This design comes from an exercise in tuning for small area on the open sky130 flow, not from production work. Function was checked by simulation only, so behaviour that the tests miss may differ from the original. No activity file was given, so power comes from the tool's default toggle rates.

==> v14 <==
==> flow/design.v (excerpt) <==
module pwm_ctrl #(
  parameter 	NUM_CH = 8,
  parameter 	CNT_WIDTH = 16
)(
  input clock,
  input resetn,
  input read,
  input write,
  input [5:0] address,
  input chipselect,
  input [3:0] byteenable,
  input [31:0] writedata,
  output [31:0] readdata,
  output logic [NUM_CH-1:0] 	pwm_out_ff
);
==> module pwm_ctrl, before the edit <==
module pwm_ctrl #(
  parameter 	NUM_CH = 8,
  parameter 	CNT_WIDTH = 16
)(
  input clock,
  input resetn,
  input read,
  input write,
  input [5:0] address,
  input chipselect,
  input [3:0] byteenable,
  input [31:0] writedata,
  output [31:0] readdata,
  output logic [NUM_CH-1:0] 	pwm_out_ff
);
integer i;
genvar j, k;
logic              we;
logic              sel_max;
logic              sel_en;
logic [NUM_CH-1:0] sel_duty;
assign we      = chipselect & write;
assign sel_max = address == 6'd0;
assign sel_en  = address == 6'd1;
always_comb
  for (i = 0; i < NUM_CH; i = i + 1)
    sel_duty[i] = address == 6'(i + 2);
logic [15:0] wd_duty;
assign wd_duty = writedata[15:0] & {{8{byteenable[1]}}, {8{byteenable[0]}}};
logic [1:0]           max_wr_ff;
logic [CNT_WIDTH-1:0] max_raw_ff;
logic [CNT_WIDTH-1:0] cnt_max;
generate
  for (k = 0; k < 2; k = k + 1) begin: max_byte
    always_ff @(posedge clock, negedge resetn)
      if (!resetn)
        max_wr_ff[k] <= 1'b0;
      else if (we && sel_max && byteenable[k])
        max_wr_ff[k] <= 1'b1;
    always_ff @(posedge clock)
      if (we && sel_max && byteenable[k])
        max_raw_ff[8*k +: 8] <= writedata[8*k +: 8];
    assign cnt_max[8*k +: 8] = max_raw_ff[8*k +: 8] | {8{~max_wr_ff[k]}};
  end
endgenerate
logic [NUM_CH-1:0] ch_en_ff;
always_ff @(posedge clock, negedge resetn)
  if (!resetn)
    ch_en_ff <= {NUM_CH{1'b0}};
  else if (we && sel_en && byteenable[0])
    ch_en_ff <= writedata[NUM_CH-1:0];
logic [NUM_CH-1:0]    duty_wr_ff;
logic [CNT_WIDTH-1:0] duty_raw_ff [NUM_CH-1:0];
generate
  for (j = 0; j < NUM_CH; j = j + 1) begin: ch
    always_ff @(posedge clock, negedge resetn)
      if (!resetn)
        duty_wr_ff[j] <= 1'b0;
      else if (we && sel_duty[j])
        duty_wr_ff[j] <= 1'b1;
    for (k = 0; k < 2; k = k + 1) begin: duty_byte
      always_ff @(posedge clock)
        if (we && sel_duty[j] && (byteenable[k] || !duty_wr_ff[j]))
          duty_raw_ff[j][8*k +: 8] <= ~wd_duty[8*k +: 8];
    end
  end
endgenerate
logic [15:0] rd;
always_comb begin
  rd = (cnt_max & {16{sel_max}}) |
       ({8'd0, ch_en_ff} & {16{sel_en}});
  for (i = 0; i < NUM_CH; i = i + 1)
    rd = rd | (~duty_raw_ff[i] & {16{sel_duty[i] & duty_wr_ff[i]}});
end
assign readdata = {16'd0, rd};
logic [CNT_WIDTH-1:0] cnt_ff;
always_ff @(posedge clock)
  if (!(|ch_en_ff) || cnt_ff == cnt_max)
    cnt_ff <= '0;
  else
    cnt_ff <= cnt_ff + 1'b1;
function automatic logic less(input logic [CNT_WIDTH-1:0] c,
                              input logic [CNT_WIDTH-1:0] d);
  logic lt;
  lt = 1'b0;
  for (int b = 0; b < CNT_WIDTH; b = b + 1)
    lt = (~c[b] & d[b]) | ((~c[b] | d[b]) & lt);
  less = lt;
endfunction
always_ff @(posedge clock, negedge resetn)
  if (!resetn)
    pwm_out_ff <= {NUM_CH{1'b0}};
  else
    for (i = 0; i < NUM_CH; i = i + 1)
      pwm_out_ff[i] <= ch_en_ff[i] && duty_wr_ff[i] && less(cnt_ff, ~duty_raw_ff[i]);
endmodule
clock: 10.0 ns
lec_check: 0
cap_margin: 0
core_margin: 2
core_utilization: 80
place_density: 0.85
slew_margin: 0
buffer_ports_args: -buffer_cell sky130_fd_sc_hd__buf_1
skip_repair_tie_fanout: 1
cts_args: -sink_clustering_enable -repair_clock_nets -dont_use_dummy_load -buf_list {sky130_fd_sc_hd__clkbuf_8}
standard.sh (not shown) runs the stock make flow with config.mk's settings and CLKGATE_MAP_FILE= SYNTH_SCRIPT=/design/flow/synth_recipe.tcl, a recipe that flattens the netlist after the stock synthesis.
==> flow/flow/run.sh <==
#!/bin/bash
# The standard layout (standard.sh) with these changes:
#  - synthesis maps logic with an area-oriented ABC script (flow/synth.tcl,
#    flow/abc_area_min.script); everything else in synthesis is unchanged;
#  - the port buffers are buf_1 cells;
#  - one tie cell drives all constant outputs (no tie fanout repair);
set -e
export FLOW_ABC_SCRIPT=$PWD/flow/abc_area_min.script
cat >> config.mk <<'EOC'
export BUFFER_PORTS_ARGS = -buffer_cell sky130_fd_sc_hd__buf_1
export SKIP_REPAIR_TIE_FANOUT = 1
export CTS_ARGS = -sink_clustering_enable -repair_clock_nets -dont_use_dummy_load -buf_list {sky130_fd_sc_hd__clkbuf_8}
EOC
bash standard.sh SYNTH_SCRIPT=$PWD/flow/synth.tcl finish > standard.log 2>&1
==> flow/flow/abc_area_min.script <==
strash
ifraig
dc2
dch -f
&get -n
&nf -a -R 1000
&st
&dch -f
&nf -a -R 1000
&put
==> flow/flow/synth.tcl <==
# synth_recipe.tcl (the standard synthesis) with one change: ABC maps the
# logic with the area-oriented script in abc_area_min.script.
proc synth {args} { yosys synth -nofsm -noshare {*}$args }
proc abc {args} {
  set i [lsearch -exact $args -script]
  if {$i >= 0} { lset args [expr {$i + 1}] $::env(FLOW_ABC_SCRIPT) }
  yosys abc {*}$args
}
source $::env(SCRIPTS_DIR)/synth.tcl
# left out here: clear keep_hierarchy, flatten, clean up, hide names made inside functions, write 1_2_yosys.v
==> inputs of v35, as changes to v14 <==
--- a/flow/design.v
+++ b/flow/design.v
@@ -25,24 +25,26 @@
 always_comb
   for (i = 0; i < NUM_CH; i = i + 1)
     sel_duty[i] = address == 6'(i + 2);
+logic [15:0] wd_max;
 logic [15:0] wd_duty;
+assign wd_max  = writedata[15:0] | {{8{~byteenable[1]}}, {8{~byteenable[0]}}};
 assign wd_duty = writedata[15:0] & {{8{byteenable[1]}}, {8{byteenable[0]}}};
-logic [1:0]           max_wr_ff;
+logic              max_wr_ff;
 logic [CNT_WIDTH-1:0] max_raw_ff;
 logic [CNT_WIDTH-1:0] cnt_max;
+always_ff @(posedge clock, negedge resetn)
+  if (!resetn)
+    max_wr_ff <= 1'b0;
+  else if (we && sel_max)
+    max_wr_ff <= 1'b1;
 generate
   for (k = 0; k < 2; k = k + 1) begin: max_byte
-    always_ff @(posedge clock, negedge resetn)
-      if (!resetn)
-        max_wr_ff[k] <= 1'b0;
-      else if (we && sel_max && byteenable[k])
-        max_wr_ff[k] <= 1'b1;
     always_ff @(posedge clock)
-      if (we && sel_max && byteenable[k])
-        max_raw_ff[8*k +: 8] <= writedata[8*k +: 8];
-    assign cnt_max[8*k +: 8] = max_raw_ff[8*k +: 8] | {8{~max_wr_ff[k]}};
+      if (we && sel_max && (byteenable[k] || !max_wr_ff))
+        max_raw_ff[8*k +: 8] <= wd_max[8*k +: 8];
   end
 endgenerate
+assign cnt_max = max_raw_ff | {CNT_WIDTH{~max_wr_ff}};
 logic [NUM_CH-1:0] ch_en_ff;
 always_ff @(posedge clock, negedge resetn)
   if (!resetn)
@@ -61,7 +63,7 @@
     for (k = 0; k < 2; k = k + 1) begin: duty_byte
       always_ff @(posedge clock)
         if (we && sel_duty[j] && (byteenable[k] || !duty_wr_ff[j]))
-          duty_raw_ff[j][8*k +: 8] <= ~wd_duty[8*k +: 8];
+          duty_raw_ff[j][8*k +: 8] <= wd_duty[8*k +: 8];
     end
   end
 endgenerate
@@ -70,7 +72,7 @@
   rd = (cnt_max & {16{sel_max}}) |
        ({8'd0, ch_en_ff} & {16{sel_en}});
   for (i = 0; i < NUM_CH; i = i + 1)
-    rd = rd | (~duty_raw_ff[i] & {16{sel_duty[i] & duty_wr_ff[i]}});
+    rd = rd | (duty_raw_ff[i] & {16{sel_duty[i] & duty_wr_ff[i]}});
 end
 assign readdata = {16'd0, rd};
 logic [CNT_WIDTH-1:0] cnt_ff;
@@ -92,5 +94,5 @@
     pwm_out_ff <= {NUM_CH{1'b0}};
   else
     for (i = 0; i < NUM_CH; i = i + 1)
-      pwm_out_ff[i] <= ch_en_ff[i] && duty_wr_ff[i] && less(cnt_ff, ~duty_raw_ff[i]);
+      pwm_out_ff[i] <= ch_en_ff[i] && duty_wr_ff[i] && less(cnt_ff, duty_raw_ff[i]);
 endmodule
==> flow/run.sh (new file) <==
#!/bin/bash
# synth_recipe.tcl (not shown) runs the flow's synth.tcl, then flattens the netlist and writes it again
# the make line also repeats each setting of config.mk as NAME=value (left out here)
make -C /OpenROAD-flow-scripts/flow DESIGN_CONFIG=/design/flow/config.mk WORK_HOME=/design/flow/orfs CLKGATE_MAP_FILE= SYNTH_SCRIPT=/design/flow/synth_recipe.tcl finish
- BUFFER_PORTS_ARGS: -buffer_cell sky130_fd_sc_hd__buf_1 -> unset
- CAP_MARGIN: 0 -> 20
- CORE_UTILIZATION: 80 -> 40
- CTS_ARGS: -sink_clustering_enable -repair_clock_nets -dont_use_dummy_load -buf_list {sky130_fd_sc_hd__clkbuf_8} -> unset
- CTS_BUF_LIST: unset -> sky130_fd_sc_hd__clkbuf_2 sky130_fd_sc_hd__clkbuf_4 sky130_fd_sc_hd__clkbuf_8
- CTS_CLUSTER_SIZE: unset -> 30
- PLACE_DENSITY: 0.85 -> unset
- SKIP_REPAIR_TIE_FANOUT: 1 -> unset
- SLEW_MARGIN: 0 -> 20
removed: flow/flow/run.sh
removed: flow/flow/abc_area_min.script
removed: flow/flow/synth.tcl
removed: flow/standard.sh
==> summary of the runs <==
Against v35, the combinational power of v14 is lower by 32%. Clock power: v35 is larger than v14 (29%). Of v35 and v14, v14 has the higher first-iteration DRC count (gap about 40%, measured against v14). Between v14 and v35, the lower hold slack is in v14 (gap 0.055 ns). Of v35 and v14, v35 has the higher total power (gap about 10%, measured against v14). Between v14 and v35, the lower global-route usage is in v35 (gap 19 points). Between v35 and v14, the lower die area is in v14 (gap about 120%, measured against v14). Against v14, the sequential share of layout area of v35 is lower by 11 points. Against v14, the clock skew of v35 is lower by 0.017 ns.
==> figures <==
| item | v14 | v35 |
|---|---|---|
| Status | no timing/DRC/antenna violations | no timing/DRC/antenna violations |
| Adder-cell area share of the yosys netlist | 0.00150 | 0.0320 |
| Clock latency (worst-skew pair) | 0.47 ns | 0.48 ns |
| Number of DRC markers after the initial detailed-route iteration | 1715 | 1050 |
| Startpoint of the worst register-to-register path | cnt_ff[2] | cnt_ff[7] |
| Power in the clock group | 0.380 mW | 0.489 mW |
| Initial core utilization | 0.818 | 0.409 |
| Core ar. | 0.0102 mm² | 0.0235 mm² |
| Portion of total power attributed to the clock network | 0.288 | 0.335 |
| Std cell rows | 37 | 56 |
| Destination of the worst register-to-register timing path | pwm_out_ff[4] | pwm_out_ff[6] |
| Sw Pwr | 0.304 mW | 0.395 mW |
| FFs & Latches | 186 | 185 |
| Seq cells post-synth | 186 | 185 |
| Met1 track utilization from global routing | 0.586 | 0.330 |
| Gate Count Post-Synth | 725 | 899 |
| Combinational Power | 0.0737 mW | 0.109 mW |
| PD cells | 149 mW/mm² | 136 mW/mm² |
| HPWL after detailed placement | 16.2 mm | 21.8 mm |

========
==> trial 65: inputs <==
==> flow/design.v <==
module pwm_ctrl #(
  parameter 	NUM_CH = 8,
  parameter 	CNT_WIDTH = 16
)(
  input clock,
  input resetn,
  input read,
  input write,
  input [5:0] address,
  input chipselect,
  input [3:0] byteenable,
  input [31:0] writedata,
  output [31:0] readdata,
  output logic [NUM_CH-1:0] 	pwm_out_ff
);
integer i;
genvar j, k;
logic              we;
logic              sel_max;
logic              sel_en;
logic [NUM_CH-1:0] sel_duty;
assign we      = chipselect & write;
assign sel_max = address == 6'd0;
assign sel_en  = address == 6'd1;
always_comb
  for (i = 0; i < NUM_CH; i = i + 1)
    sel_duty[i] = address == 6'(i + 2);
logic [15:0] wd_max;
logic [15:0] wd_duty;
assign wd_max  = writedata[15:0] | {{8{~byteenable[1]}}, {8{~byteenable[0]}}};
assign wd_duty = writedata[15:0] & {{8{byteenable[1]}}, {8{byteenable[0]}}};
logic              max_wr_ff;
logic [CNT_WIDTH-1:0] max_raw_ff;
logic [CNT_WIDTH-1:0] cnt_max;
always_ff @(posedge clock, negedge resetn)
  if (!resetn)
    max_wr_ff <= 1'b0;
  else if (we && sel_max)
    max_wr_ff <= 1'b1;
generate
  for (k = 0; k < 2; k = k + 1) begin: max_byte
    always_ff @(posedge clock)
      if (we && sel_max && (byteenable[k] || !max_wr_ff))
        max_raw_ff[8*k +: 8] <= wd_max[8*k +: 8];
  end
endgenerate
assign cnt_max = max_raw_ff | {CNT_WIDTH{~max_wr_ff}};
logic [NUM_CH-1:0] ch_en_ff;
always_ff @(posedge clock, negedge resetn)
  if (!resetn)
    ch_en_ff <= {NUM_CH{1'b0}};
  else if (we && sel_en && byteenable[0])
    ch_en_ff <= writedata[NUM_CH-1:0];
logic [NUM_CH-1:0]    duty_wr_ff;
logic [CNT_WIDTH-1:0] duty_raw_ff [NUM_CH-1:0];
generate
  for (j = 0; j < NUM_CH; j = j + 1) begin: ch
    always_ff @(posedge clock, negedge resetn)
      if (!resetn)
        duty_wr_ff[j] <= 1'b0;
      else if (we && sel_duty[j])
        duty_wr_ff[j] <= 1'b1;
    for (k = 0; k < 2; k = k + 1) begin: duty_byte
      always_ff @(posedge clock)
        if (we && sel_duty[j] && (byteenable[k] || !duty_wr_ff[j]))
          duty_raw_ff[j][8*k +: 8] <= wd_duty[8*k +: 8];
    end
  end
endgenerate
logic [15:0] rd;
always_comb begin
  rd = (cnt_max & {16{sel_max}}) |
       ({8'd0, ch_en_ff} & {16{sel_en}});
  for (i = 0; i < NUM_CH; i = i + 1)
    rd = rd | (duty_raw_ff[i] & {16{sel_duty[i] & duty_wr_ff[i]}});
end
assign readdata = {16'd0, rd};
logic [CNT_WIDTH-1:0] cnt_ff;
always_ff @(posedge clock)
  if (!(|ch_en_ff) || cnt_ff == cnt_max)
    cnt_ff <= '0;
  else
    cnt_ff <= cnt_ff + 1'b1;
function automatic logic less(input logic [CNT_WIDTH-1:0] c,
                              input logic [CNT_WIDTH-1:0] d);
  logic lt;
  lt = 1'b0;
  for (int b = 0; b < CNT_WIDTH; b = b + 1)
    lt = (~c[b] & d[b]) | ((~c[b] | d[b]) & lt);
  less = lt;
endfunction
always_ff @(posedge clock, negedge resetn)
  if (!resetn)
    pwm_out_ff <= {NUM_CH{1'b0}};
  else
    for (i = 0; i < NUM_CH; i = i + 1)
      pwm_out_ff[i] <= ch_en_ff[i] && duty_wr_ff[i] && less(cnt_ff, duty_raw_ff[i]);
endmodule
==> flow/flow/run.sh <==
#!/bin/bash
set -e
cat >> config.mk <<'EOC'
export BUFFER_PORTS_ARGS = -buffer_cell sky130_fd_sc_hd__buf_1
export CTS_ARGS = -sink_clustering_enable -repair_clock_nets -dont_use_dummy_load -sink_clustering_size 30 -sink_clustering_max_diameter 200 -buf_list {sky130_fd_sc_hd__clkbuf_8}
EOC
bash standard.sh > standard.log 2>&1
==> flow/standard.sh <==
#!/bin/bash
# synth_recipe.tcl (not shown) runs the flow's synth.tcl, then flattens the netlist and writes it again
# the make line also repeats each setting of config.mk as NAME=value (left out here)
make -C /OpenROAD-flow-scripts/flow DESIGN_CONFIG=/design/flow/config.mk WORK_HOME=/design/flow/orfs CLKGATE_MAP_FILE= SYNTH_SCRIPT=/design/flow/synth_recipe.tcl "${@:-finish}"
==> flow/config.mk <==
export PLATFORM = sky130hd
export DESIGN_NAME = pwm_ctrl
export DESIGN_NICKNAME = pwm_ctrl
export VERILOG_FILES = /design/flow/design.v
export SDC_FILE = /design/flow/constraint.sdc
export NUM_CORES = 4
export LEC_CHECK = 0
export CAP_MARGIN = 20
export CORE_MARGIN = 2
export CORE_UTILIZATION = 40
export SLEW_MARGIN = 20
export BUFFER_PORTS_ARGS = -buffer_cell sky130_fd_sc_hd__buf_1
export CTS_ARGS = -sink_clustering_enable -repair_clock_nets -dont_use_dummy_load -sink_clustering_size 30 -sink_clustering_max_diameter 200 -buf_list {sky130_fd_sc_hd__clkbuf_8}
==> flow/constraint.sdc <==
create_clock -name core_clock -period 10.0 [get_ports {clock}]
set_input_delay 2.0000 -clock core_clock [delete_from_list [all_inputs] [get_ports {clock}]]
set_output_delay 2.0000 -clock core_clock [all_outputs]
set_load 0.01 [all_outputs]
==> trial 26 (differences from trial 65) <==
==> flow/design.v, changed modules only <==
module pwm_ctrl #(
  parameter 	NUM_CH = 8,
  parameter 	CNT_WIDTH = 16
)(
  input clock,
  input resetn,
  input read,
  input write,
  input [5:0] address,
  input chipselect,
  input [3:0] byteenable,
  input [31:0] writedata,
  output [31:0] readdata,
  output logic [NUM_CH-1:0] 	pwm_out_ff
);
integer i;
genvar j, k;
logic              we;
logic              sel_max;
logic              sel_en;
logic [NUM_CH-1:0] sel_duty;
assign we      = chipselect & write;
assign sel_max = address == 6'd0;
assign sel_en  = address == 6'd1;
always_comb
  for (i = 0; i < NUM_CH; i = i + 1)
    sel_duty[i] = address == 6'(i + 2);
logic [15:0] wd_duty;
assign wd_duty = writedata[15:0] & {{8{byteenable[1]}}, {8{byteenable[0]}}};
logic [1:0]           max_wr_ff;
logic [CNT_WIDTH-1:0] max_raw_ff;
logic [CNT_WIDTH-1:0] cnt_max;
generate
  for (k = 0; k < 2; k = k + 1) begin: max_byte
    always_ff @(posedge clock, negedge resetn)
      if (!resetn)
        max_wr_ff[k] <= 1'b0;
      else if (we && sel_max && byteenable[k])
        max_wr_ff[k] <= 1'b1;
    always_ff @(posedge clock)
      if (we && sel_max && byteenable[k])
        max_raw_ff[8*k +: 8] <= writedata[8*k +: 8];
    assign cnt_max[8*k +: 8] = max_raw_ff[8*k +: 8] | {8{~max_wr_ff[k]}};
  end
endgenerate
logic [NUM_CH-1:0] ch_en_ff;
always_ff @(posedge clock, negedge resetn)
  if (!resetn)
    ch_en_ff <= {NUM_CH{1'b0}};
  else if (we && sel_en && byteenable[0])
    ch_en_ff <= writedata[NUM_CH-1:0];
logic [NUM_CH-1:0]    duty_wr_ff;
logic [CNT_WIDTH-1:0] duty_raw_ff [NUM_CH-1:0];
generate
  for (j = 0; j < NUM_CH; j = j + 1) begin: ch
    always_ff @(posedge clock, negedge resetn)
      if (!resetn)
        duty_wr_ff[j] <= 1'b0;
      else if (we && sel_duty[j])
        duty_wr_ff[j] <= 1'b1;
    for (k = 0; k < 2; k = k + 1) begin: duty_byte
      always_ff @(posedge clock)
        if (we && sel_duty[j] && (byteenable[k] || !duty_wr_ff[j]))
          duty_raw_ff[j][8*k +: 8] <= ~wd_duty[8*k +: 8];
    end
  end
endgenerate
logic [15:0] rd;
always_comb begin
  rd = (cnt_max & {16{sel_max}}) |
       ({8'd0, ch_en_ff} & {16{sel_en}});
  for (i = 0; i < NUM_CH; i = i + 1)
    rd = rd | (~duty_raw_ff[i] & {16{sel_duty[i] & duty_wr_ff[i]}});
end
assign readdata = {16'd0, rd};
logic [CNT_WIDTH-1:0] cnt_ff;
always_ff @(posedge clock)
  if (!(|ch_en_ff) || cnt_ff == cnt_max)
    cnt_ff <= '0;
  else
    cnt_ff <= cnt_ff + 1'b1;
function automatic logic less(input logic [CNT_WIDTH-1:0] c,
                              input logic [CNT_WIDTH-1:0] d);
  logic lt;
  lt = 1'b0;
  for (int b = 0; b < CNT_WIDTH; b = b + 1)
    lt = (~c[b] & d[b]) | ((~c[b] | d[b]) & lt);
  less = lt;
endfunction
always_ff @(posedge clock, negedge resetn)
  if (!resetn)
    pwm_out_ff <= {NUM_CH{1'b0}};
  else
    for (i = 0; i < NUM_CH; i = i + 1)
      pwm_out_ff[i] <= ch_en_ff[i] && duty_wr_ff[i] && less(cnt_ff, ~duty_raw_ff[i]);
endmodule
==> flow/flow/run.sh (replaced) <==
#!/bin/bash
# The standard layout (standard.sh) with three changes:
#  - synthesis maps logic with an area-oriented ABC script (flow/synth.tcl);
#  - the port buffers are buf_1 cells;
#  - the clock tree uses clkbuf_8 cells and no dummy loads.
set -e
export FLOW_ABC_SCRIPT=$PWD/flow/abc_area_min.script
cat >> config.mk <<'EOC'
export BUFFER_PORTS_ARGS = -buffer_cell sky130_fd_sc_hd__buf_1
export CTS_ARGS = -sink_clustering_enable -repair_clock_nets -dont_use_dummy_load -buf_list {sky130_fd_sc_hd__clkbuf_8}
EOC
bash standard.sh SYNTH_SCRIPT=$PWD/flow/synth.tcl finish > standard.log 2>&1
==> flow/flow/abc_area_min.script (new file) <==
strash
ifraig
dc2
dch -f
map -a
==> flow/flow/synth.tcl (new file) <==
# synth_recipe.tcl (the standard synthesis) with one change: ABC maps the
# logic with the area-oriented script in abc_area_min.script.
proc synth {args} { yosys synth -nofsm -noshare {*}$args }
proc abc {args} {
  set i [lsearch -exact $args -script]
  if {$i >= 0} { lset args [expr {$i + 1}] $::env(FLOW_ABC_SCRIPT) }
  yosys abc {*}$args
}
source $::env(SCRIPTS_DIR)/synth.tcl
# left out here: clear keep_hierarchy, flatten, clean up, hide names made inside functions, write 1_2_yosys.v
- CTS_ARGS: -sink_clustering_enable -repair_clock_nets -dont_use_dummy_load -sink_clustering_size 30 -sink_clustering_max_diameter 200 -buf_list {sky130_fd_sc_hd__clkbuf_8} -> -sink_clustering_enable -repair_clock_nets -dont_use_dummy_load -buf_list {sky130_fd_sc_hd__clkbuf_8}
==> impl_metrics.ini <==
[logic_synthesis]
synth_mux_area_frac = 0.0166
synthSimpleGateAreaFrac = 0.140

[pwr]
p_seq_frac = 0.638
p_clk_frac = 0.288
peakVddDrop_v = 0.0000793

[finish]
multi_input_area_um2 = 3870
inv_count = 63

[placement]
place_ws_ns = 3.49

[status]
status = no timing/DRC/antenna violations

[min_path]
min_to = duty_wr_ff[2]

[floorplan]
fp.dieW_um = 159

[critical_path]
crit_path_cell_trace = buf_1, nor4_1, nand2_1, o21ai_0, a221oi_1, nand4_1, buf_1
arrival_ns = 4.60
-- figures above: trial 65

==> impl_metrics.ini <==
[status]
status = no timing/DRC/antenna violations

[critical_path]
arrival_ns = 4.95
crit_path_cell_trace = buf_1, nor2_1, clkinv_1, nor3_1, nand3_1, clkinv_1, a21oi_1, o2111ai_1, buf_1

[finish]
multi_input_area_um2 = 2930
buffers = 64
inv_count = 90

[logic_synthesis]
synthSimpleGateAreaFrac = 0.113
synth_mux_area_frac = 0

[floorplan]
fp.dieW_um = 151

[min_path]
min_to = pwm_out_ff[2]

[placement]
place_ws_ns = 3.19

[pwr]
p_seq_frac = 0.620
p_clk_frac = 0.264
peakVddDrop_v = 0.0000767
-- figures above: trial 26

[static timing again, ports no longer ideal]
How much do the figures lean on ideal ports? The routed layouts below were timed once more, with nothing changed but the port constraints. Step 1 assumes that a clkbuf_16 drives the clock port and a buf_2 every other input. Step 2 also shifts input and output timing later by t, the mid clock arrival at the registers, as if the neighbouring blocks saw the same clock. Three values: ideal ports, drivers, drivers and shift; two values: the first two.
run	shift t [ns]	setup WS [ns]	hold WS [ns]	worst register clock-pin slew, ns
v14	0.495	3.591 / 3.563 / 3.563	0.502 / 0.502 / 0.502	0.10 / 0.10
v35	0.514	2.626 / 2.603 / 2.603	0.557 / 0.557 / 0.557	0.11 / 0.11
trial 65	0.495	3.396 / 3.376 / 3.376	0.559 / 0.559 / 0.559	0.10 / 0.10
trial 26	0.504	3.053 / 3.033 / 3.033	0.512 / 0.512 / 0.512	0.10 / 0.10
After both steps setup and hold are still met in every run listed. For v14, which loses most, drivers alone change the setup slack by -0.028 ns; drivers and shift together by -0.028 ns.
